What follows belongs to an exercise in optimizing a design on an open flow for small area, a short achievable clock period and few clock cycles; a production flow would make more cautious choices.
The RTL of this run was laid out without a check of its function.

## flow/config.mk

```make
export PLATFORM = sky130hd
export DESIGN_NAME = HT_TOP
export DESIGN_NICKNAME = HT_TOP
export VERILOG_FILES = /design/flow/design.v
export SDC_FILE = /design/flow/constraint.sdc
export NUM_CORES = 4
export LEC_CHECK = 0
export CAP_MARGIN = 20
export CORE_MARGIN = 2
export CORE_UTILIZATION = 40
export SLEW_MARGIN = 20
```

## flow/constraint.sdc

```tcl
create_clock -name core_clock -period 17.0 [get_ports {clk}]
set_input_delay 3.4000 -clock core_clock [delete_from_list [all_inputs] [get_ports {clk}]]
set_output_delay 3.4000 -clock core_clock [all_outputs]
set_load 0.01 [all_outputs]
```

## flow/design.v

```verilog
module SORT_IP #(parameter IP_WIDTH = 8) (
    IN_character, IN_weight,
    OUT_character
);
input [IP_WIDTH*4-1:0]  IN_character;
input [IP_WIDTH*5-1:0]  IN_weight;
output [IP_WIDTH*4-1:0] OUT_character;
generate
    if(IP_WIDTH == 3) 
    begin
        wire [3:0] index[0:2];
        wire [4:0] weight[0:2];
        wire [4:0] w[0:5];
        wire [3:0] i[0:5];
        assign index[0] = IN_character[3:0];
        assign index[1] = IN_character[7:4];
        assign index[2] = IN_character[11:8];
        assign weight[0] = IN_weight[4:0];
        assign weight[1] = IN_weight[9:5];
        assign weight[2] = IN_weight[14:10];   
        compare c0(.index_1(index[0]) ,.index_2(index[2]),.weight_1(weight[0]),.weight_2(weight[2]),.index_b(i[0]),.index_s(i[1]),.weight_b(w[0]), .weight_s(w[1]));
        compare c1(.index_1(i[0]) ,.index_2(index[1]),.weight_1(w[0]),.weight_2(weight[1]),.index_b(i[2]),.index_s(i[3]),.weight_b(w[2]), .weight_s(w[3]));
        compare c2(.index_1(i[3]) ,.index_2(i[1]),.weight_1(w[3]),.weight_2(w[1]),.index_b(i[4]),.index_s(i[5]),.weight_b(w[4]), .weight_s(w[5]));
        assign OUT_character = {i[2],i[4],i[5]};
    end
    else if(IP_WIDTH == 4)
    begin
        wire [3:0] index[0:3];
        wire [4:0] weight[0:3];
        wire [3:0] i[0:9];
        wire [4:0] w[0:9];
        assign index[0] = IN_character[3:0];
        assign index[1] = IN_character[7:4];
        assign index[2] = IN_character[11:8];
        assign index[3] = IN_character[15:12];
        assign weight[0] = IN_weight[4:0];
        assign weight[1] = IN_weight[9:5];
        assign weight[2] = IN_weight[14:10];
        assign weight[3] = IN_weight[19:15];
        compare c0(.index_1(index[0]) ,.index_2(index[2]),.weight_1(weight[0]),.weight_2(weight[2]),.index_b(i[0]),.index_s(i[2]),.weight_b(w[0]), .weight_s(w[2]));
        compare c1(.index_1(index[1]) ,.index_2(index[3]),.weight_1(weight[1]),.weight_2(weight[3]),.index_b(i[1]),.index_s(i[3]),.weight_b(w[1]), .weight_s(w[3]));
        compare c2(.index_1(i[0]) ,.index_2(i[1]),.weight_1(w[0]),.weight_2(w[1]),.index_b(i[4]),.index_s(i[5]),.weight_b(w[4]), .weight_s(w[5]));
        compare c3(.index_1(i[2]) ,.index_2(i[3]),.weight_1(w[2]),.weight_2(w[3]),.index_b(i[6]),.index_s(i[7]),.weight_b(w[6]), .weight_s(w[7]));
        compare c4(.index_1(i[5]) ,.index_2(i[6]),.weight_1(w[5]),.weight_2(w[6]),.index_b(i[8]),.index_s(i[9]),.weight_b(w[8]), .weight_s(w[9]));
        assign OUT_character = {i[4],i[8],i[9],i[7]};
    end
    else if(IP_WIDTH == 5)
    begin
        wire [3:0] index[0:4];
        wire [4:0] weight[0:4];
        wire [3:0] i[0:17];
        wire [4:0] w[0:17];
        assign index[0] = IN_character[3:0];
        assign index[1] = IN_character[7:4];
        assign index[2] = IN_character[11:8];
        assign index[3] = IN_character[15:12];
        assign index[4] = IN_character[19:16];
        assign weight[0] = IN_weight[4:0];
        assign weight[1] = IN_weight[9:5];
        assign weight[2] = IN_weight[14:10];
        assign weight[3] = IN_weight[19:15];
        assign weight[4] = IN_weight[24:20];
        compare c0(.index_1(index[0]) ,.index_2(index[3]),.weight_1(weight[0]),.weight_2(weight[3]),.index_b(i[0]),.index_s(i[2]),.weight_b(w[0]), .weight_s(w[2]));
        compare c1(.index_1(index[1]) ,.index_2(index[4]),.weight_1(weight[1]),.weight_2(weight[4]),.index_b(i[1]),.index_s(i[3]),.weight_b(w[1]), .weight_s(w[3]));
        compare c2(.index_1(i[0]) ,.index_2(index[2]),.weight_1(w[0]),.weight_2(weight[2]),.index_b(i[4]),.index_s(i[6]),.weight_b(w[4]), .weight_s(w[6]));
        compare c3(.index_1(i[1]) ,.index_2(i[2]),.weight_1(w[1]),.weight_2(w[2]),.index_b(i[5]),.index_s(i[7]),.weight_b(w[5]), .weight_s(w[7]));
        compare c4(.index_1(i[4]) ,.index_2(i[5]),.weight_1(w[4]),.weight_2(w[5]),.index_b(i[8]),.index_s(i[9]),.weight_b(w[8]), .weight_s(w[9]));
        compare c5(.index_1(i[6]) ,.index_2(i[3]),.weight_1(w[6]),.weight_2(w[3]),.index_b(i[10]),.index_s(i[11]),.weight_b(w[10]), .weight_s(w[11])); 
        compare c6(.index_1(i[9]) ,.index_2(i[10]),.weight_1(w[9]),.weight_2(w[10]),.index_b(i[12]),.index_s(i[13]),.weight_b(w[12]), .weight_s(w[13]));
        compare c7(.index_1(i[7]) ,.index_2(i[11]),.weight_1(w[7]),.weight_2(w[11]),.index_b(i[14]),.index_s(i[15]),.weight_b(w[14]), .weight_s(w[15])); 
        compare c8(.index_1(i[13]) ,.index_2(i[14]),.weight_1(w[13]),.weight_2(w[14]),.index_b(i[16]),.index_s(i[17]),.weight_b(w[16]), .weight_s(w[17]));    
        assign OUT_character = {i[8],i[12],i[16],i[17],i[15]};       
    end
    else if(IP_WIDTH == 6)
    begin
        wire [3:0] index[0:5];
        wire [4:0] weight[0:5];
        wire [3:0] i[0:23];
        wire [4:0] w[0:23];
        assign index[0] = IN_character[3:0];
        assign index[1] = IN_character[7:4];
        assign index[2] = IN_character[11:8];
        assign index[3] = IN_character[15:12];
        assign index[4] = IN_character[19:16];
        assign index[5] = IN_character[23:20];
        assign weight[0] = IN_weight[4:0];
        assign weight[1] = IN_weight[9:5];
        assign weight[2] = IN_weight[14:10];
        assign weight[3] = IN_weight[19:15];
        assign weight[4] = IN_weight[24:20];
        assign weight[5] = IN_weight[29:25];
        compare c0(.index_1(index[0]) ,.index_2(index[5]),.weight_1(weight[0]),.weight_2(weight[5]),.index_b(i[0]),.index_s(i[5]),.weight_b(w[0]), .weight_s(w[5]));
        compare c1(.index_1(index[1]) ,.index_2(index[3]),.weight_1(weight[1]),.weight_2(weight[3]),.index_b(i[1]),.index_s(i[3]),.weight_b(w[1]), .weight_s(w[3]));
        compare c2(.index_1(index[2]) ,.index_2(index[4]),.weight_1(weight[2]),.weight_2(weight[4]),.index_b(i[2]),.index_s(i[4]),.weight_b(w[2]), .weight_s(w[4]));
        compare c3(.index_1(i[1]) ,.index_2(i[2]),.weight_1(w[1]),.weight_2(w[2]),.index_b(i[6]),.index_s(i[7]),.weight_b(w[6]), .weight_s(w[7]));
        compare c4(.index_1(i[3]) ,.index_2(i[4]),.weight_1(w[3]),.weight_2(w[4]),.index_b(i[8]),.index_s(i[9]),.weight_b(w[8]), .weight_s(w[9]));
        compare c5(.index_1(i[0]) ,.index_2(i[8]),.weight_1(w[0]),.weight_2(w[8]),.index_b(i[10]),.index_s(i[12]),.weight_b(w[10]), .weight_s(w[12]));
        compare c6(.index_1(i[7]) ,.index_2(i[5]),.weight_1(w[7]),.weight_2(w[5]),.index_b(i[11]),.index_s(i[13]),.weight_b(w[11]), .weight_s(w[13]));
        compare c7(.index_1(i[10]) ,.index_2(i[6]),.weight_1(w[10]),.weight_2(w[6]),.index_b(i[14]),.index_s(i[15]),.weight_b(w[14]), .weight_s(w[15]));
        compare c8(.index_1(i[11]) ,.index_2(i[12]),.weight_1(w[11]),.weight_2(w[12]),.index_b(i[16]),.index_s(i[17]),.weight_b(w[16]), .weight_s(w[17]));
        compare c9(.index_1(i[9]) ,.index_2(i[13]),.weight_1(w[9]),.weight_2(w[13]),.index_b(i[18]),.index_s(i[19]),.weight_b(w[18]), .weight_s(w[19]));
        compare c10(.index_1(i[15]) ,.index_2(i[16]),.weight_1(w[15]),.weight_2(w[16]),.index_b(i[20]),.index_s(i[21]),.weight_b(w[20]), .weight_s(w[21]));
        compare c11(.index_1(i[17]) ,.index_2(i[18]),.weight_1(w[17]),.weight_2(w[18]),.index_b(i[22]),.index_s(i[23]),.weight_b(w[22]), .weight_s(w[23]));
        assign OUT_character = {i[14],i[20],i[21],i[22],i[23],i[19]};
    end
    else if(IP_WIDTH == 7)
    begin
        wire [3:0] index[0:6];
        wire [4:0] weight[0:6];
        wire [3:0] i[0:31];
        wire [4:0] w[0:31];
        assign index[0] = IN_character[3:0];
        assign index[1] = IN_character[7:4];
        assign index[2] = IN_character[11:8];
        assign index[3] = IN_character[15:12];
        assign index[4] = IN_character[19:16];
        assign index[5] = IN_character[23:20];
        assign index[6] = IN_character[27:24];
        assign weight[0] = IN_weight[4:0];
        assign weight[1] = IN_weight[9:5];
        assign weight[2] = IN_weight[14:10];
        assign weight[3] = IN_weight[19:15];
        assign weight[4] = IN_weight[24:20];
        assign weight[5] = IN_weight[29:25];
        assign weight[6] = IN_weight[34:30];
        compare c0(.index_1(index[0]) ,.index_2(index[6]),.weight_1(weight[0]),.weight_2(weight[6]),.index_b(i[0]),.index_s(i[1]),.weight_b(w[0]), .weight_s(w[1]));
        compare c1(.index_1(index[2]) ,.index_2(index[3]),.weight_1(weight[2]),.weight_2(weight[3]),.index_b(i[2]),.index_s(i[3]),.weight_b(w[2]), .weight_s(w[3]));
        compare c2(.index_1(index[4]) ,.index_2(index[5]),.weight_1(weight[4]),.weight_2(weight[5]),.index_b(i[4]),.index_s(i[5]),.weight_b(w[4]), .weight_s(w[5]));
        compare c3(.index_1(index[1]) ,.index_2(i[4]),.weight_1(weight[1]),.weight_2(w[4]),.index_b(i[6]),.index_s(i[7]),.weight_b(w[6]), .weight_s(w[7]));
        compare c4(.index_1(i[0]) ,.index_2(i[2]),.weight_1(w[0]),.weight_2(w[2]),.index_b(i[8]),.index_s(i[9]),.weight_b(w[8]), .weight_s(w[9]));
        compare c5(.index_1(i[3]) ,.index_2(i[1]),.weight_1(w[3]),.weight_2(w[1]),.index_b(i[10]),.index_s(i[11]),.weight_b(w[10]), .weight_s(w[11]));
        compare c6(.index_1(i[8]) ,.index_2(i[6]),.weight_1(w[8]),.weight_2(w[6]),.index_b(i[12]),.index_s(i[13]),.weight_b(w[12]), .weight_s(w[13]));
        compare c7(.index_1(i[10]) ,.index_2(i[7]),.weight_1(w[10]),.weight_2(w[7]),.index_b(i[14]),.index_s(i[15]),.weight_b(w[14]), .weight_s(w[15]));
        compare c8(.index_1(i[9]) ,.index_2(i[5]),.weight_1(w[9]),.weight_2(w[5]),.index_b(i[16]),.index_s(i[17]),.weight_b(w[16]), .weight_s(w[17]));
        compare c9(.index_1(i[13]) ,.index_2(i[16]),.weight_1(w[13]),.weight_2(w[16]),.index_b(i[18]),.index_s(i[19]),.weight_b(w[18]), .weight_s(w[19]));
        compare c10(.index_1(i[15]) ,.index_2(i[11]),.weight_1(w[15]),.weight_2(w[11]),.index_b(i[20]),.index_s(i[21]),.weight_b(w[20]), .weight_s(w[21]));
        compare c11(.index_1(i[19]) ,.index_2(i[14]),.weight_1(w[19]),.weight_2(w[14]),.index_b(i[22]),.index_s(i[23]),.weight_b(w[22]), .weight_s(w[23]));
        compare c12(.index_1(i[20]) ,.index_2(i[17]),.weight_1(w[20]),.weight_2(w[17]),.index_b(i[24]),.index_s(i[25]),.weight_b(w[24]), .weight_s(w[25]));
        compare c13(.index_1(i[18]) ,.index_2(i[22]),.weight_1(w[18]),.weight_2(w[22]),.index_b(i[26]),.index_s(i[27]),.weight_b(w[26]), .weight_s(w[27]));
        compare c14(.index_1(i[23]) ,.index_2(i[24]),.weight_1(w[23]),.weight_2(w[24]),.index_b(i[28]),.index_s(i[29]),.weight_b(w[28]), .weight_s(w[29]));
        compare c15(.index_1(i[25]) ,.index_2(i[21]),.weight_1(w[25]),.weight_2(w[21]),.index_b(i[30]),.index_s(i[31]),.weight_b(w[30]), .weight_s(w[31]));
        assign OUT_character = {i[12],i[26],i[27],i[28],i[29],i[30],i[31]};
    end
    else if(IP_WIDTH == 8)
    begin
        wire [3:0] index[7:0];
        wire [4:0] weight[7:0];
        wire [3:0] i[0:37];
        wire [4:0] w[0:37];
        assign index[0] = IN_character[3:0];
        assign index[1] = IN_character[7:4];
        assign index[2] = IN_character[11:8];
        assign index[3] = IN_character[15:12];
        assign index[4] = IN_character[19:16];
        assign index[5] = IN_character[23:20];
        assign index[6] = IN_character[27:24];
        assign index[7] = IN_character[31:28];
        assign weight[0] = IN_weight[4:0];
        assign weight[1] = IN_weight[9:5];
        assign weight[2] = IN_weight[14:10];
        assign weight[3] = IN_weight[19:15];
        assign weight[4] = IN_weight[24:20];
        assign weight[5] = IN_weight[29:25];
        assign weight[6] = IN_weight[34:30];
        assign weight[7] = IN_weight[39:35];
        compare c0(.index_1(index[1]) ,.index_2(index[3]),.weight_1(weight[1]),.weight_2(weight[3]),.index_b(i[0]),.index_s(i[1]),.weight_b(w[0]), .weight_s(w[1]));
        compare c1(.index_1(index[4]) ,.index_2(index[6]),.weight_1(weight[4]),.weight_2(weight[6]),.index_b(i[2]),.index_s(i[3]),.weight_b(w[2]), .weight_s(w[3]));
        compare c2(.index_1(index[0]) ,.index_2(index[2]),.weight_1(weight[0]),.weight_2(weight[2]),.index_b(i[4]),.index_s(i[5]),.weight_b(w[4]), .weight_s(w[5]));
        compare c3(.index_1(index[5]) ,.index_2(index[7]),.weight_1(weight[5]),.weight_2(weight[7]),.index_b(i[6]),.index_s(i[7]),.weight_b(w[6]), .weight_s(w[7]));
        compare c4(.index_1(i[4]) ,.index_2(i[2]),.weight_1(w[4]),.weight_2(w[2]),.index_b(i[8]),.index_s(i[9]),.weight_b(w[8]), .weight_s(w[9]));
        compare c5(.index_1(i[0]) ,.index_2(i[6]),.weight_1(w[0]),.weight_2(w[6]),.index_b(i[10]),.index_s(i[11]),.weight_b(w[10]), .weight_s(w[11]));     
        compare c6(.index_1(i[5]) ,.index_2(i[3]),.weight_1(w[5]),.weight_2(w[3]),.index_b(i[12]),.index_s(i[13]),.weight_b(w[12]), .weight_s(w[13]));
        compare c7(.index_1(i[1]) ,.index_2(i[7]),.weight_1(w[1]),.weight_2(w[7]),.index_b(i[14]),.index_s(i[15]),.weight_b(w[14]), .weight_s(w[15]));
        compare c8(.index_1(i[8]) ,.index_2(i[10]),.weight_1(w[8]),.weight_2(w[10]),.index_b(i[16]),.index_s(i[17]),.weight_b(w[16]), .weight_s(w[17]));
        compare c9(.index_1(i[12]) ,.index_2(i[14]),.weight_1(w[12]),.weight_2(w[14]),.index_b(i[18]),.index_s(i[19]),.weight_b(w[18]), .weight_s(w[19]));
        compare c10(.index_1(i[9]) ,.index_2(i[11]),.weight_1(w[9]),.weight_2(w[11]),.index_b(i[20]),.index_s(i[21]),.weight_b(w[20]), .weight_s(w[21]));
        compare c11(.index_1(i[13]) ,.index_2(i[15]),.weight_1(w[13]),.weight_2(w[15]),.index_b(i[22]),.index_s(i[23]),.weight_b(w[22]), .weight_s(w[23]));
        compare c12(.index_1(i[18]) ,.index_2(i[20]),.weight_1(w[18]),.weight_2(w[20]),.index_b(i[24]),.index_s(i[25]),.weight_b(w[24]), .weight_s(w[25]));
        compare c13(.index_1(i[19]) ,.index_2(i[21]),.weight_1(w[19]),.weight_2(w[21]),.index_b(i[26]),.index_s(i[27]),.weight_b(w[26]), .weight_s(w[27]));
        compare c14(.index_1(i[17]) ,.index_2(i[25]),.weight_1(w[17]),.weight_2(w[25]),.index_b(i[28]),.index_s(i[29]),.weight_b(w[28]), .weight_s(w[29]));
        compare c15(.index_1(i[26]) ,.index_2(i[22]),.weight_1(w[26]),.weight_2(w[22]),.index_b(i[30]),.index_s(i[31]),.weight_b(w[30]), .weight_s(w[31]));
        compare c16(.index_1(i[28]) ,.index_2(i[24]),.weight_1(w[28]),.weight_2(w[24]),.index_b(i[32]),.index_s(i[33]),.weight_b(w[32]), .weight_s(w[33]));
        compare c17(.index_1(i[30]) ,.index_2(i[29]),.weight_1(w[30]),.weight_2(w[29]),.index_b(i[34]),.index_s(i[35]),.weight_b(w[34]), .weight_s(w[35]));
        compare c18(.index_1(i[27]) ,.index_2(i[31]),.weight_1(w[27]),.weight_2(w[31]),.index_b(i[36]),.index_s(i[37]),.weight_b(w[36]), .weight_s(w[37]));
        assign OUT_character = {i[16],i[32],i[33],i[34],i[35],i[36],i[37],i[23]};
    end
    else
    begin
        wire [3:0] index[0:2];
        wire [4:0] weight[0:2];
        wire [4:0] w[0:5];
        wire [3:0] i[0:5];
        assign index[0] = IN_character[3:0];
        assign index[1] = IN_character[7:4];
        assign index[2] = IN_character[11:8];
        assign weight[0] = IN_weight[4:0];
        assign weight[1] = IN_weight[9:5];
        assign weight[2] = IN_weight[14:10];   
        compare c0(.index_1(index[0]) ,.index_2(index[2]),.weight_1(weight[0]),.weight_2(weight[2]),.index_b(i[0]),.index_s(i[1]),.weight_b(w[0]), .weight_s(w[1]));
        compare c1(.index_1(i[0]) ,.index_2(index[1]),.weight_1(w[0]),.weight_2(weight[1]),.index_b(i[2]),.index_s(i[3]),.weight_b(w[2]), .weight_s(w[3]));
        compare c2(.index_1(i[3]) ,.index_2(i[1]),.weight_1(w[3]),.weight_2(w[1]),.index_b(i[4]),.index_s(i[5]),.weight_b(w[4]), .weight_s(w[5]));
        assign OUT_character = {i[2],i[4],i[5]};
    end
endgenerate
endmodule
module compare(
   index_1, 
   index_2,
   weight_1,
   weight_2,
   index_b,
   index_s,
   weight_b,
   weight_s
);
input [3:0] index_1;
input [3:0] index_2;
input [4:0] weight_1;
input [4:0] weight_2;
output reg [3:0] index_b;
output reg [3:0] index_s;
output reg [4:0] weight_b;
output reg [4:0] weight_s;
always @ (*)
begin
    if(weight_1 > weight_2 || (weight_1 == weight_2 && index_1 > index_2))
    begin
        index_b = index_1;
        index_s = index_2;
        weight_b = weight_1;
        weight_s = weight_2;
    end
    else
    begin
        index_b = index_2;
        index_s = index_1;
        weight_b = weight_2;
        weight_s = weight_1;
    end
end
endmodule
module HT_TOP(
    clk,
	rst_n,
	in_valid,
    in_weight, 
	out_mode,
    out_valid, 
	out_code
);
input clk, rst_n, in_valid, out_mode;
input [2:0] in_weight;
output reg out_valid, out_code;
reg [31:0] IN_character, OUT_character;
reg [39:0] IN_weight;
reg [4:0] weight_reg [0:15];
reg [3:0] current_state, next_state;
reg [3:0] input_cnt;
reg out_mode_reg;
reg mask_add[1:6][14:7];
reg [31:0] temp_out;
reg [2:0] build_cnt;
reg [2:0] out_len [14:7];
reg [6:0] huffman_out [14:7];
reg [2:0] out_cnt;
integer i;
integer j;
parameter IDLE = 0;
parameter INPUT = 1;
parameter BUILD = 2;
parameter A = 3;
parameter B = 4;
parameter C = 5;
parameter E = 6;
parameter I = 7;
parameter L = 8;
parameter O = 9;
parameter V = 10;
parameter shift = 11;
SORT_IP #(8) s0(.IN_character(IN_character),.IN_weight(IN_weight),.OUT_character(OUT_character));
always @ (*)
begin
    next_state = current_state;
    case(current_state)
        IDLE:
        begin
            if(in_valid == 1'b1) next_state = INPUT;
            else next_state = IDLE;
        end
        INPUT:
        begin
            if(input_cnt == 6) next_state = BUILD;
            else next_state = INPUT;
        end
        BUILD:
        begin
            if(build_cnt == 0) next_state = I;
            else next_state = BUILD;
        end
        I:
        begin
            if(out_cnt == out_len[10] - 1) 
            begin
                if(out_mode_reg == 1) next_state = C;
                else next_state = L;
            end
            else next_state = I;
        end
        C:
        begin
            if(out_cnt == out_len[12] - 1) next_state = L;
            else next_state = C;
        end
        L:
        begin
            if(out_cnt == out_len[9] - 1) 
            begin
                if(out_mode_reg == 1) next_state = A;
                else next_state = O;
            end
            else next_state = L;
        end
        A:
        begin
            if(out_cnt == out_len[14]-1) next_state = B;
            else next_state = A;
        end
        B:
        begin
            if(out_cnt == out_len[13]-1) next_state = IDLE;
            else next_state = B;
        end
        O:
        begin
            if(out_cnt == out_len[8]-1) next_state = V;
            else next_state = O;
        end
        V:
        begin
            if(out_cnt == out_len[7]-1) next_state = E;
            else next_state = V;
        end
        E:
        begin
            if(out_cnt == out_len[11]-1) next_state = IDLE;
            else next_state = E;
        end
    endcase
end
always @ (posedge clk or negedge rst_n)
begin
    if(!rst_n) out_code <= 0;
    else
    begin
        if(current_state == IDLE) out_code <= 0;
        else if(current_state == I) out_code <= huffman_out[10][out_cnt];
        else if(current_state == C) out_code <= huffman_out[12][out_cnt];
        else if(current_state == L) out_code <= huffman_out[9][out_cnt];
        else if(current_state == A) out_code <= huffman_out[14][out_cnt];
        else if(current_state == B) out_code <= huffman_out[13][out_cnt];
        else if(current_state == O) out_code <= huffman_out[8][out_cnt];
        else if(current_state == V) out_code <= huffman_out[7][out_cnt];
        else if(current_state == E) out_code <= huffman_out[11][out_cnt];
    end
end
always @ (posedge clk or negedge rst_n)
begin
    if(!rst_n) out_valid <= 0;
    else
    begin
        if(current_state == IDLE) out_valid <= 0;
        else if(current_state == I) out_valid <= 1;
    end
end
always @ (posedge clk or negedge rst_n)
begin
    if(!rst_n) out_cnt <= 0;
    else
    begin
        if(current_state == IDLE) out_cnt <= 0;
        else if(current_state == I)
        begin
         if(out_cnt ==  out_len[10] -1) out_cnt <= 0;
         else out_cnt <= out_cnt + 1;
        end
        else if(current_state == C)
        begin
         if(out_cnt ==  out_len[12] -1) out_cnt <= 0;
         else out_cnt <= out_cnt + 1;
        end
        else if(current_state == L)
        begin
         if(out_cnt ==  out_len[9] -1) out_cnt <= 0;
         else out_cnt <= out_cnt + 1;
        end
        else if(current_state == A)
        begin
         if(out_cnt ==  out_len[14] -1) out_cnt <= 0;
         else out_cnt <= out_cnt + 1;
        end
        else if(current_state == B)
        begin
         if(out_cnt ==  out_len[13] -1) out_cnt <= 0;
         else out_cnt <= out_cnt + 1;
        end
        else if(current_state == O)
        begin
         if(out_cnt ==  out_len[8] -1) out_cnt <= 0;
         else out_cnt <= out_cnt + 1;
        end
        else if(current_state == V)
        begin
         if(out_cnt ==  out_len[7] -1) out_cnt <= 0;
         else out_cnt <= out_cnt + 1;
        end
        else if(current_state == E)
        begin
         if(out_cnt ==  out_len[11] -1) out_cnt <= 0;
         else out_cnt <= out_cnt + 1;
        end
    end
end
always @ (*)
begin
    IN_weight = 0;
    if(build_cnt == 6) IN_weight = {weight_reg[14],weight_reg[13],weight_reg[12],weight_reg[11],weight_reg[10],weight_reg[9],weight_reg[8],weight_reg[7]};
    else IN_weight = {weight_reg[temp_out[31:28]],weight_reg[temp_out[27:24]], weight_reg[temp_out[23:20]], weight_reg[temp_out[19:16]], weight_reg[temp_out[15:12]], weight_reg[temp_out[11:8]], weight_reg[temp_out[7:4]], weight_reg[temp_out[3:0]]};
end
always @ (*)
begin
    IN_character = 0;
        case(build_cnt)
            6: IN_character = {4'd14,4'd13,4'd12,4'd11,4'd10,4'd9,4'd8,4'd7};
            5: IN_character = temp_out;
            4: IN_character = temp_out;
            3: IN_character = temp_out;
            2: IN_character = temp_out;
            1: IN_character = temp_out;
            0: IN_character = temp_out;  
        endcase 
end
always @ (posedge clk or negedge rst_n)
begin
    if(!rst_n) temp_out <= 0;
    else
    begin
        if(next_state == IDLE) temp_out <= 0;
        else if(next_state == BUILD || current_state == BUILD)
        begin
            case(build_cnt)
            6: temp_out <= {OUT_character[31:8],4'd6,4'd15};
            5: temp_out <= {OUT_character[27:8],4'd5,4'd15,4'd15};
            4: temp_out <= {OUT_character[23:8],4'd4,4'd15,4'd15,4'd15};
            3: temp_out <= {OUT_character[19:8],4'd3,4'd15,4'd15,4'd15,4'd15};
            2: temp_out <= {OUT_character[15:8],4'd2,4'd15,4'd15,4'd15,4'd15,4'd15};
            1: temp_out <= {OUT_character[11:8],4'd1,4'd15,4'd15,4'd15,4'd15,4'd15,4'd15};
            endcase
        end
    end
end
always @ (posedge clk or negedge rst_n)
begin
    if(!rst_n)
    begin
        for(i=0;i<7;i=i+1)
            for(j=7;j<15;j=j+1)
                mask_add[i][j] <= 0;
    end
    else
    begin
        if(next_state == IDLE)
        begin
            for(i=0;i<7;i=i+1)
                for(j=7;j<15;j=j+1)
                    mask_add[i][j] <= 0;
        end
        else if(next_state == BUILD || current_state == BUILD)
        begin
            if(build_cnt >= 1)
            begin
            if(OUT_character[3:0] >= 7 && OUT_character[7:4] >= 7)
            begin
                mask_add[build_cnt][OUT_character[3:0]] <= 1;
                mask_add[build_cnt][OUT_character[7:4]] <= 1; 
            end
            else if(OUT_character[3:0] < 7 && OUT_character[7:4] < 7)
            begin
                for(i=7;i<15;i=i+1)
                begin
                    mask_add[build_cnt][i] <= mask_add[OUT_character[3:0]][i] | mask_add[OUT_character[7:4]][i];
                end
            end
            else if(OUT_character[3:0] < 7 && OUT_character[7:4]>=7)
            begin
                case(OUT_character[7:4])
                    7:
                    begin
                        mask_add[build_cnt][7] <= 1;
                        mask_add[build_cnt][8] <= mask_add[OUT_character[3:0]][8];   
                        mask_add[build_cnt][9] <= mask_add[OUT_character[3:0]][9];    
                        mask_add[build_cnt][10] <= mask_add[OUT_character[3:0]][10]; 
                        mask_add[build_cnt][11] <= mask_add[OUT_character[3:0]][11];   
                        mask_add[build_cnt][12] <= mask_add[OUT_character[3:0]][12];    
                        mask_add[build_cnt][13] <= mask_add[OUT_character[3:0]][13];    
                        mask_add[build_cnt][14] <= mask_add[OUT_character[3:0]][14];                     
                    end
                    8:
                    begin
                        mask_add[build_cnt][8] <= 1;
                        mask_add[build_cnt][7] <= mask_add[OUT_character[3:0]][7];   
                        mask_add[build_cnt][9] <= mask_add[OUT_character[3:0]][9];    
                        mask_add[build_cnt][10] <= mask_add[OUT_character[3:0]][10]; 
                        mask_add[build_cnt][11] <= mask_add[OUT_character[3:0]][11];   
                        mask_add[build_cnt][12] <= mask_add[OUT_character[3:0]][12];    
                        mask_add[build_cnt][13] <= mask_add[OUT_character[3:0]][13];    
                        mask_add[build_cnt][14] <= mask_add[OUT_character[3:0]][14];   
                    end
                    9:
                    begin
                        mask_add[build_cnt][9] <= 1;
                        mask_add[build_cnt][7] <= mask_add[OUT_character[3:0]][7];   
                        mask_add[build_cnt][8] <= mask_add[OUT_character[3:0]][8];    
                        mask_add[build_cnt][10] <= mask_add[OUT_character[3:0]][10]; 
                        mask_add[build_cnt][11] <= mask_add[OUT_character[3:0]][11];   
                        mask_add[build_cnt][12] <= mask_add[OUT_character[3:0]][12];    
                        mask_add[build_cnt][13] <= mask_add[OUT_character[3:0]][13];    
                        mask_add[build_cnt][14] <= mask_add[OUT_character[3:0]][14];   
                    end
                    10:
                    begin
                        mask_add[build_cnt][10] <= 1;
                        mask_add[build_cnt][7] <= mask_add[OUT_character[3:0]][7];   
                        mask_add[build_cnt][8] <= mask_add[OUT_character[3:0]][8];    
                        mask_add[build_cnt][9] <= mask_add[OUT_character[3:0]][9]; 
                        mask_add[build_cnt][11] <= mask_add[OUT_character[3:0]][11];   
                        mask_add[build_cnt][12] <= mask_add[OUT_character[3:0]][12];    
                        mask_add[build_cnt][13] <= mask_add[OUT_character[3:0]][13];    
                        mask_add[build_cnt][14] <= mask_add[OUT_character[3:0]][14];   
                    end
                    11:
                    begin
                        mask_add[build_cnt][11] <= 1;
                        mask_add[build_cnt][7] <= mask_add[OUT_character[3:0]][7];   
                        mask_add[build_cnt][8] <= mask_add[OUT_character[3:0]][8];    
                        mask_add[build_cnt][9] <= mask_add[OUT_character[3:0]][9]; 
                        mask_add[build_cnt][10] <= mask_add[OUT_character[3:0]][10];   
                        mask_add[build_cnt][12] <= mask_add[OUT_character[3:0]][12];    
                        mask_add[build_cnt][13] <= mask_add[OUT_character[3:0]][13];    
                        mask_add[build_cnt][14] <= mask_add[OUT_character[3:0]][14];   
                    end
                    12:
                    begin
                        mask_add[build_cnt][12] <= 1;
                        mask_add[build_cnt][7] <= mask_add[OUT_character[3:0]][7];   
                        mask_add[build_cnt][8] <= mask_add[OUT_character[3:0]][8];    
                        mask_add[build_cnt][9] <= mask_add[OUT_character[3:0]][9]; 
                        mask_add[build_cnt][10] <= mask_add[OUT_character[3:0]][10];   
                        mask_add[build_cnt][11] <= mask_add[OUT_character[3:0]][11];    
                        mask_add[build_cnt][13] <= mask_add[OUT_character[3:0]][13];    
                        mask_add[build_cnt][14] <= mask_add[OUT_character[3:0]][14];   
                    end
                    13:
                    begin
                        mask_add[build_cnt][13] <= 1;
                        mask_add[build_cnt][7] <= mask_add[OUT_character[3:0]][7];   
                        mask_add[build_cnt][8] <= mask_add[OUT_character[3:0]][8];    
                        mask_add[build_cnt][9] <= mask_add[OUT_character[3:0]][9]; 
                        mask_add[build_cnt][10] <= mask_add[OUT_character[3:0]][10];   
                        mask_add[build_cnt][11] <= mask_add[OUT_character[3:0]][11];    
                        mask_add[build_cnt][12] <= mask_add[OUT_character[3:0]][12];    
                        mask_add[build_cnt][14] <= mask_add[OUT_character[3:0]][14];   
                    end
                    14:
                    begin
                        mask_add[build_cnt][14] <= 1;
                        mask_add[build_cnt][7] <= mask_add[OUT_character[3:0]][7];   
                        mask_add[build_cnt][8] <= mask_add[OUT_character[3:0]][8];    
                        mask_add[build_cnt][9] <= mask_add[OUT_character[3:0]][9]; 
                        mask_add[build_cnt][10] <= mask_add[OUT_character[3:0]][10];   
                        mask_add[build_cnt][11] <= mask_add[OUT_character[3:0]][11];    
                        mask_add[build_cnt][12] <= mask_add[OUT_character[3:0]][12];    
                        mask_add[build_cnt][13] <= mask_add[OUT_character[3:0]][13];   
                    end
                endcase 
            end
            else if(OUT_character[3:0] >= 7 && OUT_character[7:4]<7)
            begin
                case(OUT_character[3:0])
                    7:
                    begin
                        mask_add[build_cnt][7] <= 1;
                        mask_add[build_cnt][8] <= mask_add[OUT_character[7:4]][8];
                        mask_add[build_cnt][9] <= mask_add[OUT_character[7:4]][9];
                        mask_add[build_cnt][10] <= mask_add[OUT_character[7:4]][10];
                        mask_add[build_cnt][11] <= mask_add[OUT_character[7:4]][11];
                        mask_add[build_cnt][12] <= mask_add[OUT_character[7:4]][12];
                        mask_add[build_cnt][13] <= mask_add[OUT_character[7:4]][13];
                        mask_add[build_cnt][14] <= mask_add[OUT_character[7:4]][14];
                    end
                    8:
                    begin
                        mask_add[build_cnt][8] <= 1;
                        mask_add[build_cnt][7] <= mask_add[OUT_character[7:4]][7];
                        mask_add[build_cnt][9] <= mask_add[OUT_character[7:4]][9];
                        mask_add[build_cnt][10] <= mask_add[OUT_character[7:4]][10];
                        mask_add[build_cnt][11] <= mask_add[OUT_character[7:4]][11];
                        mask_add[build_cnt][12] <= mask_add[OUT_character[7:4]][12];
                        mask_add[build_cnt][13] <= mask_add[OUT_character[7:4]][13];
                        mask_add[build_cnt][14] <= mask_add[OUT_character[7:4]][14];
                    end
                    9:
                    begin
                        mask_add[build_cnt][9] <= 1;
                        mask_add[build_cnt][7] <= mask_add[OUT_character[7:4]][7];
                        mask_add[build_cnt][8] <= mask_add[OUT_character[7:4]][8];
                        mask_add[build_cnt][10] <= mask_add[OUT_character[7:4]][10];
                        mask_add[build_cnt][11] <= mask_add[OUT_character[7:4]][11];
                        mask_add[build_cnt][12] <= mask_add[OUT_character[7:4]][12];
                        mask_add[build_cnt][13] <= mask_add[OUT_character[7:4]][13];
                        mask_add[build_cnt][14] <= mask_add[OUT_character[7:4]][14];
                    end
                    10:
                    begin
                        mask_add[build_cnt][10] <= 1;
                        mask_add[build_cnt][7] <= mask_add[OUT_character[7:4]][7];
                        mask_add[build_cnt][8] <= mask_add[OUT_character[7:4]][8];
                        mask_add[build_cnt][9] <= mask_add[OUT_character[7:4]][9];
                        mask_add[build_cnt][11] <= mask_add[OUT_character[7:4]][11];
                        mask_add[build_cnt][12] <= mask_add[OUT_character[7:4]][12];
                        mask_add[build_cnt][13] <= mask_add[OUT_character[7:4]][13];
                        mask_add[build_cnt][14] <= mask_add[OUT_character[7:4]][14];
                    end
                    11:
                    begin
                        mask_add[build_cnt][11] <= 1;
                        mask_add[build_cnt][7] <= mask_add[OUT_character[7:4]][7];
                        mask_add[build_cnt][8] <= mask_add[OUT_character[7:4]][8];
                        mask_add[build_cnt][9] <= mask_add[OUT_character[7:4]][9];
                        mask_add[build_cnt][10] <= mask_add[OUT_character[7:4]][10];
                        mask_add[build_cnt][12] <= mask_add[OUT_character[7:4]][12];
                        mask_add[build_cnt][13] <= mask_add[OUT_character[7:4]][13];
                        mask_add[build_cnt][14] <= mask_add[OUT_character[7:4]][14];
                    end
                    12:
                    begin
                        mask_add[build_cnt][12] <= 1;
                        mask_add[build_cnt][7] <= mask_add[OUT_character[7:4]][7];
                        mask_add[build_cnt][8] <= mask_add[OUT_character[7:4]][8];
                        mask_add[build_cnt][9] <= mask_add[OUT_character[7:4]][9];
                        mask_add[build_cnt][10] <= mask_add[OUT_character[7:4]][10];
                        mask_add[build_cnt][11] <= mask_add[OUT_character[7:4]][11];
                        mask_add[build_cnt][13] <= mask_add[OUT_character[7:4]][13];
                        mask_add[build_cnt][14] <= mask_add[OUT_character[7:4]][14];
                    end
                    13:
                    begin
                        mask_add[build_cnt][13] <= 1;
                        mask_add[build_cnt][7] <= mask_add[OUT_character[7:4]][7];
                        mask_add[build_cnt][8] <= mask_add[OUT_character[7:4]][8];
                        mask_add[build_cnt][9] <= mask_add[OUT_character[7:4]][9];
                        mask_add[build_cnt][10] <= mask_add[OUT_character[7:4]][10];
                        mask_add[build_cnt][11] <= mask_add[OUT_character[7:4]][11];
                        mask_add[build_cnt][12] <= mask_add[OUT_character[7:4]][12];
                        mask_add[build_cnt][14] <= mask_add[OUT_character[7:4]][14];
                    end
                    14:
                    begin
                        mask_add[build_cnt][14] <= 1;
                        mask_add[build_cnt][7] <= mask_add[OUT_character[7:4]][7];
                        mask_add[build_cnt][8] <= mask_add[OUT_character[7:4]][8];
                        mask_add[build_cnt][9] <= mask_add[OUT_character[7:4]][9];
                        mask_add[build_cnt][10] <= mask_add[OUT_character[7:4]][10];
                        mask_add[build_cnt][11] <= mask_add[OUT_character[7:4]][11];
                        mask_add[build_cnt][12] <= mask_add[OUT_character[7:4]][12];
                        mask_add[build_cnt][13] <= mask_add[OUT_character[7:4]][13];
                    end
                endcase
            end
            end
        end
    end
end
always @ (posedge clk or negedge rst_n)
begin
    if(!rst_n)
    begin
        for(i=7;i<15;i=i+1)
            huffman_out[i] <= 0;
    end
    else
    begin
        if(current_state == IDLE) 
        begin
            for(i=7;i<15;i=i+1)
                huffman_out[i] <= 0;
        end
        else if (next_state == BUILD || current_state == BUILD)
        begin
            if(OUT_character[7:4] >= 7 && OUT_character[3:0] >= 7)
            begin
                huffman_out[OUT_character[7:4]] <= {huffman_out[OUT_character[7:4]][5:0],1'b0};
                huffman_out[OUT_character[3:0]] <= {huffman_out[OUT_character[3:0]][5:0],1'b1};
            end
            else if(OUT_character[7:4] >= 7 && OUT_character[3:0] < 7)
            begin
                if(OUT_character[7:4] == 7) huffman_out[7] <= {huffman_out[7][5:0],1'b0};
                else
                begin
                    if(mask_add[OUT_character[3:0]][7] == 1) huffman_out[7] <= {huffman_out[7][5:0] , 1'b1};
                end
                if(OUT_character[7:4] == 8) huffman_out[8] <= {huffman_out[8][5:0],1'b0};
                else
                begin
                    if(mask_add[OUT_character[3:0]][8] == 1) huffman_out[8] <= {huffman_out[8][5:0] , 1'b1};
                end
                if(OUT_character[7:4] == 9) huffman_out[9] <= {huffman_out[9][5:0],1'b0};
                else
                begin
                    if(mask_add[OUT_character[3:0]][9] == 1) huffman_out[9] <= {huffman_out[9][5:0] , 1'b1};
                end
                if(OUT_character[7:4] == 10) huffman_out[10] <= {huffman_out[10][5:0],1'b0};
                else
                begin
                    if(mask_add[OUT_character[3:0]][10] == 1) huffman_out[10] <= {huffman_out[10][5:0] , 1'b1};
                end
                if(OUT_character[7:4] == 11) huffman_out[11] <= {huffman_out[11][5:0],1'b0};
                else
                begin
                    if(mask_add[OUT_character[3:0]][11] == 1) huffman_out[11] <= {huffman_out[11][5:0] , 1'b1};
                end
                if(OUT_character[7:4] == 12) huffman_out[12] <= {huffman_out[12][5:0],1'b0};
                else
                begin
                    if(mask_add[OUT_character[3:0]][12] == 1) huffman_out[12] <= {huffman_out[12][5:0] , 1'b1};
                end
                if(OUT_character[7:4] == 13) huffman_out[13] <= {huffman_out[13][5:0],1'b0};
                else
                begin
                    if(mask_add[OUT_character[3:0]][13] == 1) huffman_out[13] <= {huffman_out[13][5:0] , 1'b1};
                end
                if(OUT_character[7:4] == 14) huffman_out[14] <= {huffman_out[14][5:0],1'b0};
                else
                begin
                    if(mask_add[OUT_character[3:0]][14] == 1) huffman_out[14] <= {huffman_out[14][5:0] , 1'b1};
                end
            end
            else if(OUT_character[7:4] <7 && OUT_character[3:0] >= 7)
            begin
                if(OUT_character[3:0] == 7) huffman_out[7] <= {huffman_out[7][5:0],1'b1};
                else
                begin
                    if(mask_add[OUT_character[7:4]][7] == 1) huffman_out[7] <= {huffman_out[7][5:0],1'b0}; 
                end
                if(OUT_character[3:0] == 8) huffman_out[8] <= {huffman_out[8][5:0],1'b1};
                else
                begin
                    if(mask_add[OUT_character[7:4]][8] == 1) huffman_out[8] <= {huffman_out[8][5:0],1'b0}; 
                end
                if(OUT_character[3:0] == 9) huffman_out[9] <= {huffman_out[9][5:0],1'b1};
                else
                begin
                    if(mask_add[OUT_character[7:4]][9] == 1) huffman_out[9] <= {huffman_out[9][5:0],1'b0}; 
                end
                if(OUT_character[3:0] == 10) huffman_out[10] <= {huffman_out[10][5:0],1'b1};
                else
                begin
                    if(mask_add[OUT_character[7:4]][10] == 1) huffman_out[10] <= {huffman_out[10][5:0],1'b0}; 
                end
                if(OUT_character[3:0] == 11) huffman_out[11] <= {huffman_out[11][5:0],1'b1};
                else
                begin
                    if(mask_add[OUT_character[7:4]][11] == 1) huffman_out[11] <= {huffman_out[11][5:0],1'b0}; 
                end
                if(OUT_character[3:0] == 12) huffman_out[12] <= {huffman_out[12][5:0],1'b1};
                else
                begin
                    if(mask_add[OUT_character[7:4]][12] == 1) huffman_out[12] <= {huffman_out[12][5:0],1'b0}; 
                end
                if(OUT_character[3:0] == 13) huffman_out[13] <= {huffman_out[13][5:0],1'b1};
                else
                begin
                    if(mask_add[OUT_character[7:4]][13] == 1) huffman_out[13] <= {huffman_out[13][5:0],1'b0}; 
                end
                if(OUT_character[3:0] == 14) huffman_out[14] <= {huffman_out[14][5:0],1'b1};
                else
                begin
                    if(mask_add[OUT_character[7:4]][14] == 1) huffman_out[14] <= {huffman_out[14][5:0],1'b0}; 
                end
            end
            else
            begin
                if(mask_add[OUT_character[7:4]][7] == 1 && mask_add[OUT_character[3:0]][7] == 0) huffman_out[7] <= {huffman_out[7][5:0],1'b0};
                else if(mask_add[OUT_character[7:4]][7] == 0 && mask_add[OUT_character[3:0]][7] == 1) huffman_out[7] <= {huffman_out[7][5:0],1'b1};
                if(mask_add[OUT_character[7:4]][8] == 1 && mask_add[OUT_character[3:0]][8] == 0) huffman_out[8] <= {huffman_out[8][5:0],1'b0};
                else if(mask_add[OUT_character[7:4]][8] == 0 && mask_add[OUT_character[3:0]][8] == 1) huffman_out[8] <= {huffman_out[8][5:0],1'b1};
                if(mask_add[OUT_character[7:4]][9] == 1 && mask_add[OUT_character[3:0]][9] == 0) huffman_out[9] <= {huffman_out[9][5:0],1'b0};
                else if(mask_add[OUT_character[7:4]][9] == 0 && mask_add[OUT_character[3:0]][9] == 1) huffman_out[9] <= {huffman_out[9][5:0],1'b1};
                if(mask_add[OUT_character[7:4]][10] == 1 && mask_add[OUT_character[3:0]][10] == 0) huffman_out[10] <= {huffman_out[10][5:0],1'b0};
                else if(mask_add[OUT_character[7:4]][10] == 0 && mask_add[OUT_character[3:0]][10] == 1) huffman_out[10] <= {huffman_out[10][5:0],1'b1};
                if(mask_add[OUT_character[7:4]][11] == 1 && mask_add[OUT_character[3:0]][11] == 0) huffman_out[11] <= {huffman_out[11][5:0],1'b0};
                else if(mask_add[OUT_character[7:4]][11] == 0 && mask_add[OUT_character[3:0]][11] == 1) huffman_out[11] <= {huffman_out[11][5:0],1'b1};
                if(mask_add[OUT_character[7:4]][12] == 1 && mask_add[OUT_character[3:0]][12] == 0) huffman_out[12] <= {huffman_out[12][5:0],1'b0};
                else if(mask_add[OUT_character[7:4]][12] == 0 && mask_add[OUT_character[3:0]][12] == 1) huffman_out[12] <= {huffman_out[12][5:0],1'b1};
                if(mask_add[OUT_character[7:4]][13] == 1 && mask_add[OUT_character[3:0]][13] == 0) huffman_out[13] <= {huffman_out[13][5:0],1'b0};
                else if(mask_add[OUT_character[7:4]][13] == 0 && mask_add[OUT_character[3:0]][13] == 1) huffman_out[13] <= {huffman_out[13][5:0],1'b1};
                if(mask_add[OUT_character[7:4]][14] == 1 && mask_add[OUT_character[3:0]][14] == 0) huffman_out[14] <= {huffman_out[14][5:0],1'b0};
                else if(mask_add[OUT_character[7:4]][14] == 0 && mask_add[OUT_character[3:0]][14] == 1) huffman_out[14] <= {huffman_out[14][5:0],1'b1};
            end
        end
    end
end
always @ (posedge clk or negedge rst_n)
begin
    if(!rst_n)
    begin
        for(i=7;i<15;i=i+1)
        begin
            out_len[i] <= 0;
        end
    end
    else
    begin
        if(current_state == IDLE)
        begin
            for(i=7; i<15;i=i+1)
                out_len[i] <= 0;
        end
        else if (next_state == BUILD || current_state == BUILD)
        begin
            if(OUT_character[7:4]>=7 && OUT_character[3:0] >= 7)
            begin
                out_len[OUT_character[7:4]] <= out_len[OUT_character[7:4]] + 1;
                out_len[OUT_character[3:0]] <= out_len[OUT_character[3:0]] + 1;
            end 
            else if(OUT_character[7:4] >= 7 && OUT_character[3:0] <7)
            begin
                if(OUT_character[7:4] == 7) out_len[7] <= out_len[7] + 1;
                else
                begin
                    if(mask_add[OUT_character[3:0]][7] == 1) out_len[7] <= out_len[7] + 1;
                end
                if(OUT_character[7:4] == 8) out_len[8] <= out_len[8] +1;
                else
                begin
                    if(mask_add[OUT_character[3:0]][8] == 1) out_len[8] <= out_len[8] + 1;
                end
                if(OUT_character[7:4] == 9) out_len[9] <= out_len[9] + 1;
                else
                begin
                    if(mask_add[OUT_character[3:0]][9] == 1) out_len[9] <= out_len[9] + 1;
                end
                if(OUT_character[7:4] == 10) out_len[10] <= out_len[10] + 1;
                else
                begin
                    if(mask_add[OUT_character[3:0]][10] == 1) out_len[10] <= out_len[10] + 1;
                end
                if(OUT_character[7:4] == 11) out_len[11] <= out_len[11] + 1;
                else
                begin
                    if(mask_add[OUT_character[3:0]][11] == 1) out_len[11] <= out_len[11] + 1;
                end
                if(OUT_character[7:4] == 12) out_len[12] <= out_len[12] + 1;
                else
                begin
                    if(mask_add[OUT_character[3:0]][12] == 1) out_len[12] <= out_len[12] + 1;
                end
                if(OUT_character[7:4] == 13) out_len[13] <= out_len[13] + 1;
                else
                begin
                    if(mask_add[OUT_character[3:0]][13] == 1) out_len[13] <= out_len[13] + 1;
                end
                if(OUT_character[7:4] == 14) out_len[14] <= out_len[14] + 1;
                else
                begin
                    if(mask_add[OUT_character[3:0]][14] == 1) out_len[14] <= out_len[14] + 1;
                end
            end
            else if(OUT_character[7:4] < 7 && OUT_character[3:0] >= 7)
            begin
                if(OUT_character[3:0] == 7) out_len[7] <= out_len[7] + 1;
                else
                begin
                    if(mask_add[OUT_character[7:4]][7] == 1) out_len[7] <= out_len[7] + 1;
                end
                if(OUT_character[3:0] == 8) out_len[8] <= out_len[8] + 1;
                else
                begin
                    if(mask_add[OUT_character[7:4]][8] == 1) out_len[8] <= out_len[8] + 1;
                end
                if(OUT_character[3:0] == 9) out_len[9] <= out_len[9] + 1;
                else
                begin
                    if(mask_add[OUT_character[7:4]][9] == 1) out_len[9] <= out_len[9] + 1;
                end
                if(OUT_character[3:0] == 10) out_len[10] <= out_len[10] + 1;
                else
                begin
                    if(mask_add[OUT_character[7:4]][10] == 1) out_len[10] <= out_len[10] + 1;
                end
                if(OUT_character[3:0] == 11) out_len[11] <= out_len[11] + 1;
                else
                begin
                    if(mask_add[OUT_character[7:4]][11] == 1) out_len[11] <= out_len[11] + 1;
                end
                if(OUT_character[3:0] == 12) out_len[12] <= out_len[12] + 1;
                else
                begin
                    if(mask_add[OUT_character[7:4]][12] == 1) out_len[12] <= out_len[12] + 1;
                end
                if(OUT_character[3:0] == 13) out_len[13] <= out_len[13] + 1;
                else
                begin
                    if(mask_add[OUT_character[7:4]][13] == 1) out_len[13] <= out_len[13] + 1;
                end
                if(OUT_character[3:0] == 14) out_len[14] <= out_len[14] + 1;
                else
                begin
                    if(mask_add[OUT_character[7:4]][14] == 1) out_len[14] <= out_len[14] + 1;
                end
            end
            else
            begin
                if(mask_add[OUT_character[3:0]][7] == 1) out_len[7] <= out_len[7] + 1;
                else
                begin
                    if(mask_add[OUT_character[7:4]][7] == 1) out_len[7] <= out_len[7] + 1;
                end   
                if(mask_add[OUT_character[3:0]][8] == 1) out_len[8] <= out_len[8] + 1;
                else
                begin
                    if(mask_add[OUT_character[7:4]][8] == 1) out_len[8] <= out_len[8] + 1;
                end    
                if(mask_add[OUT_character[3:0]][9] == 1) out_len[9] <= out_len[9] + 1;
                else
                begin
                    if(mask_add[OUT_character[7:4]][9] == 1) out_len[9] <= out_len[9] + 1;
                end       
                if(mask_add[OUT_character[3:0]][10] == 1) out_len[10] <= out_len[10] + 1;
                else
                begin
                    if(mask_add[OUT_character[7:4]][10] == 1) out_len[10] <= out_len[10] + 1;
                end               
                if(mask_add[OUT_character[3:0]][11] == 1) out_len[11] <= out_len[11] + 1;
                else
                begin
                    if(mask_add[OUT_character[7:4]][11] == 1) out_len[11] <= out_len[11] + 1;
                end    
                if(mask_add[OUT_character[3:0]][12] == 1) out_len[12] <= out_len[12] + 1;
                else
                begin
                    if(mask_add[OUT_character[7:4]][12] == 1) out_len[12] <= out_len[12] + 1;
                end     
                if(mask_add[OUT_character[3:0]][13] == 1) out_len[13] <= out_len[13] + 1;
                else
                begin
                    if(mask_add[OUT_character[7:4]][13] == 1) out_len[13] <= out_len[13] + 1;
                end   
                if(mask_add[OUT_character[3:0]][14] == 1) out_len[14] <= out_len[14] + 1;
                else
                begin
                    if(mask_add[OUT_character[7:4]][14] == 1) out_len[14] <= out_len[14] + 1;
                end        
            end
        end
    end
end
always @ (posedge clk or negedge rst_n)
begin
    if(!rst_n) build_cnt <= 6;
    else
    begin
        if(current_state == IDLE) build_cnt <= 6;
        else if(next_state == BUILD) 
        begin
            if(build_cnt == 0) build_cnt <= 0;
            else build_cnt <= build_cnt - 1;
        end
    end
end
always @ (posedge clk or negedge rst_n)
begin
    if(!rst_n)
    begin
        for(i=0;i<16;i=i+1)
        begin
            weight_reg[i] <= 0;
        end
    end
    else
    begin
        if(next_state == IDLE)
        begin
            for(i=0;i<15;i=i+1)
            begin
                weight_reg[i] <= 0;
            end
            weight_reg[15] <= 5'd31;
        end
        else if(next_state == INPUT)
        begin
            weight_reg[input_cnt] <= in_weight;
        end
        else if (next_state == BUILD || current_state == BUILD)
        begin
            weight_reg[build_cnt] <= weight_reg[OUT_character[7:4]] + weight_reg[OUT_character[3:0]];
        end
    end
end
always @ (posedge clk or negedge rst_n)
begin
    if(!rst_n) input_cnt <= 4'd14;
    else
    begin
        if(next_state == IDLE)
        begin
            input_cnt <= 4'd14;
        end
        else if(next_state == INPUT)
        begin
            input_cnt <= input_cnt - 1;
        end
    end
end
always @ (posedge clk or negedge rst_n)
begin
    if(!rst_n) out_mode_reg <= 0;
    else
    begin
        if(current_state == IDLE && next_state == INPUT)
        begin
            out_mode_reg <= out_mode;
        end
    end
end
always @ (posedge clk or negedge rst_n)
begin
    if(!rst_n) current_state <= IDLE;
    else current_state <= next_state;
end
endmodule
```

## flow/run.sh

```bash
#!/bin/bash
# synth_recipe.tcl (not shown) runs the flow's synth.tcl, then flattens the netlist and writes it again
# the make line also repeats each setting of config.mk as NAME=value (left out here)
make -C /OpenROAD-flow-scripts/flow DESIGN_CONFIG=/design/flow/config.mk WORK_HOME=/design/flow/orfs CLKGATE_MAP_FILE= SYNTH_SCRIPT=/design/flow/synth_recipe.tcl finish
```

==> results.py <==
metrics = {
    "outcome": {
        "outcome": "no timing/DRC/antenna violations",
    },
    "setup_path": {
        "path_max_fanout": 20,
        "crit_top_cell": "ha_1",
        "max_stage_delay_ns": 0.86,
        "slowest_stage": "dfrtp_1",
        "r2r-end": "mask_add[20]$_DFFE_PN0P_",
        "arrival_ns": 16.69,
        "r2r_slack_ns": 0.80,
        "end_kind": "register",
        "critPathLaunchType": "register",
        "worstPathRequired_ns": 17.49,
        "crit_buf_inv": 5,
        "cp-startpoint": "weight_reg[10][1]$_DFFE_PN0P_",
        "worstSetupPathType": "reg2reg",
        "r2r_cells": 61,
        "critical_path.top_delay_family": "compound AO/OA/AOI/OAI gates",
        "r2r_start": "weight_reg[10][1]$_DFFE_PN0P_",
    },
    "grt": {
        "grt_max_degree": 98,
        "overflow": 0,
        "grt_use_total_pct": 38.8,
        "antenna_found_initial": 5,
        "grt_pass1_vias": 39600,
        "grt_pass1_wl_mm": 273,
    },
    "logic_synthesis": {
        "ys_async_sr_fraction_pct": 78.9,
        "synth-main-ff-cell": "dfrtp_1",
        "yosys_warnings": 7,
        "ys_ff_latch": 299,
        "ys_seq_area_share_pct": 21.3,
        "syn_avg_cell_area_um2": 7.39,
        "synth_edf_count": 63,
        "netlist_area_mm2": 0.0367,
        "synthCells": 4964,
        "ys_types": 125,
    },
    "floorplanning": {
        "die_h_um": 307,
        "ioPinCount": 9,
        "design.core.area_mm2": 0.0912,
        "rows": 111,
        "die_x_um": 307,
        "dieArea_mm2": 0.0942,
        "start_util_pct": 40.2,
    },
    "routing": {
        "routedWlPerCell_um": 31.0,
        "drt-met1-wl_mm": 70.2,
        "via_per_inst": 6.99,
        "routed.top_layer": "met5",
        "drt-total-wl_mm": 190,
        "wl_met3_mm": 25.6,
        "drt_first_pass_iters": 8,
        "via_count": 42800,
        "ant_nets": 0,
        "wl_met2_mm": 78.5,
        "first_iter_violations": 7213,
        "drc_errors": 0,
    },
    "timing": {
        "fmax_mhz": 61.7,
        "final.hold.worst_slack_ns": 0.482,
        "finalCritPeriodShare_pct": 95.3,
        "clock-skew-final_ns": 0.0369,
        "slew_viol_final": 0,
        "finalHoldViolCount": 0,
        "max_slew.worst_pin.slew_ns": 1.22,
        "slew_headroom_pct": 17.9,
        "fin_setup_tns_ns": 0,
        "setup_violations": 0,
        "fin_crit_ns": 16.20,
    },
    "hold_path": {
        "whs_path_depth": 1,
        "holdPathEnd": "out_valid$_DFFE_PN0P_",
        "hold_start": "out_valid$_DFFE_PN0P_",
        "hold_path.class": "reg2reg",
    },
    "clocking": {
        "clk_pin_slew_worst_paths_ns": 0.06,
        "cts_tree": "yes",
        "clockBufferDepth": 3,
        "cts_hold_buffers": 0,
        "root_buffer": "clkbuf_16",
        "clock_latency_ns": 0.61,
        "cts_buffers": 39,
        "cts.sinks": 299,
        "htree_levels": 2,
    },
    "layout": {
        "utilization_pct": 44.3,
        "nets": 5124,
        "area_growth_syn_to_layout_pct": 10.0,
        "drive_gt1_share_pct": 12.8,
        "largest_register_ff_count": 98,
        "final.fill_count": 9334,
    },
    "placed_design": {
        "gp_congestion": 1.08,
        "hpwl_mm": 139,
        "port_buffers": 8,
    },
    "job": {
        "drv_cap": 0,
    },
}
## Yosys cell counts (18+ instances only)
cell / number / area share [%]
buf_1: 37 / 0.38
o21a_1: 34 / 0.70
a21oi_1: 489 / 6.7
o21ai_0: 369 / 5.0
nor3_1: 106 / 1.4
o31ai_1: 31 / 0.63
a221oi_1: 67 / 1.6
o211ai_1: 61 / 1.2
and2_1: 38 / 0.65
a222oi_1: 23 / 0.63
a32oi_1: 18 / 0.43
o21ai_1: 59 / 0.80
ha_1: 209 / 7.1
and3_1: 32 / 0.55
a22o_1: 31 / 0.74
a31oi_1: 78 / 1.3
nor2_1: 492 / 5.0
a22oi_1: 86 / 1.8
clkbuf_1: 291 / 3.0
mux2_2: 84 / 2.6
inv_1: 183 / 1.9
xor2_1: 20 / 0.48
nor2b_1: 52 / 0.89
nand2_1: 567 / 5.8
xnor2_1: 21 / 0.50
nand4_1: 33 / 0.56
and4_1: 20 / 0.48
a211oi_1: 86 / 1.8
a21o_1: 23 / 0.47
nand3_1: 167 / 2.3
a311oi_1: 22 / 0.52
or2_2: 20 / 0.34
nand2b_1: 37 / 0.63
o22ai_1: 42 / 0.72
buf_2: 62 / 0.85
edfxtp_1: 63 / 5.2
dfrtp_1: 231 / 16
mux2i_1: 219 / 6.0
o221ai_1: 29 / 0.69
## repair_timing
| item | in CTS | in global routing |
|---|---|---|
| setup buffers | 0 | 7 |
| endpoints found under the setup margin | 7 | 223 |
| pin swaps | 0 | 5 |
| resized for setup | 2 | 85 |
## per-layer routing
| metal | GRT usage [%] | vias to the layer above |
|---|---|---|
| li1 | - | 18400 |
| met1 | 49.0 | 20100 |
| met2 | 57.7 | 3314 |
| met3 | 11.2 | 965 |
| met4 | 25.0 | 4 |
| met5 | 0 | - |
## placed cells by master, fill, tap and decap left out, types with 33 or more instances in the layout
| cell | Yosys | routed |
|---|---|---|
| ha_1 | 209 | 209 |
| nand4_1 | 33 | 33 |
| nand3_1 | 167 | 166 |
| nand2b_1 | 37 | 37 |
| a21oi_1 | 489 | 477 |
| mux2i_1 | 219 | 211 |
| o211ai_1 | 61 | 61 |
| mux2_2 | 84 | 84 |
| o22ai_1 | 42 | 42 |
| a22oi_1 | 86 | 85 |
| o21ai_0 | 369 | 356 |
| a221oi_1 | 67 | 65 |
| edfxtp_1 | 63 | 63 |
| nor3_1 | 106 | 99 |
| dfrtp_1 | 231 | 216 |
| o21a_1 | 34 | 34 |
| nor2_1 | 492 | 484 |
| nand2_1 | 567 | 564 |
| o21ai_1 | 59 | 68 |
| conb_1 | 1 | 63 |
| inv_1 | 183 | 182 |
| a211oi_1 | 86 | 86 |
| clkbuf_16 | 0 | 39 |
| buf_4 | 15 | 241 |
| a31oi_1 | 78 | 77 |
| nor2b_1 | 52 | 51 |
| and2_1 | 38 | 35 |
## area by class of cell
cell class / count / area [µm²] / share of cell area [%]
Multi-Input combinational cell: 4124 / 27100 / 67.0
Sequential cell: 299 / 7830 / 19.4
Timing Repair Buffer: 253 / 1960 / 4.86
Tap cell: 1186 / 1480 / 3.67
Clock buffer: 55 / 1130 / 2.79
Inverter: 190 / 717 / 1.78
Clock inverter: 17 / 186 / 0.462
Antenna cell: 3 / 7.51 / 0.0186
## logic make-up after synthesis
group / count (synthesis) / share of synthesized area [%]
muxes: 331 / 10.1
AOI/OAI and AO/OA: 1791 / 32.4
adders and majority gates: 210 / 7.18
xor gates and xnor gates: 41 / 0.978
and+or+nand+nor: 1688 / 21.5
other: 1 / 0.0102
DFF: 299 / 21.3
buffers and inverters: 603 / 6.66
## how the worst max path moves through the flow
stage	depth (start not counted)	slack [ns]	endpoint
after floorplan	70	1.48	weight_reg[1][4]$_DFFE_PN0P_
after global placement	68	0.007	weight_reg[6][4]$_DFFE_PN0P_
after detailed placement	62	-0.03	weight_reg[2][4]$_DFFE_PN0P_
after CTS	69	0.01	weight_reg[2][4]$_DFFE_PN0P_
after global routing	74	-0.02	weight_reg[2][4]$_DFFE_PN0P_
final	61	0.80	mask_add[20]$_DFFE_PN0P_
## stage by stage
stage          setup WS [ns]  area [µm²]  cells
6_report               0.799       40400   6127
5_1_grt              -0.0198       40400   6124
4_1_cts              0.00997       40000   6116
3_5_place_dp         -0.0329       38700   6044
3_3_place_gp         0.00738       38700   6044
2_1_floorplan           1.48       36900   5026

-- static timing again, ports no longer ideal --
No port has a modelled driver above. Below, the same layout with a new extraction and two added sets of constraints.
Step 1 (the two cells are an assumption about what drives the block):
set clk [get_ports {clk}]
set_driving_cell -lib_cell sky130_fd_sc_hd__clkbuf_16 $clk
set_driving_cell -lib_cell sky130_fd_sc_hd__buf_2 [delete_from_list [all_inputs] $clk]
Step 2 times the ports against the registers' clock, not the clock port: input delays grow and output delays shrink by t, the midpoint of the rising clock arrivals with the driver on.
a / b / c = no drivers / after step 1 / after step 2; a / b = the first two.
t (ns): 0.667
setup slack, ns: 0.799 / 0.799 / 0.799
worst setup path after step 2: register to register
slew at the worst register clock pin (ns): 0.07 / 0.07
worst slew at a driven data input, ns: 0.06
After both steps this run still meets setup and hold. The setup slack of this run moves by 0.000 ns with the drivers and by 0.000 ns with both steps.
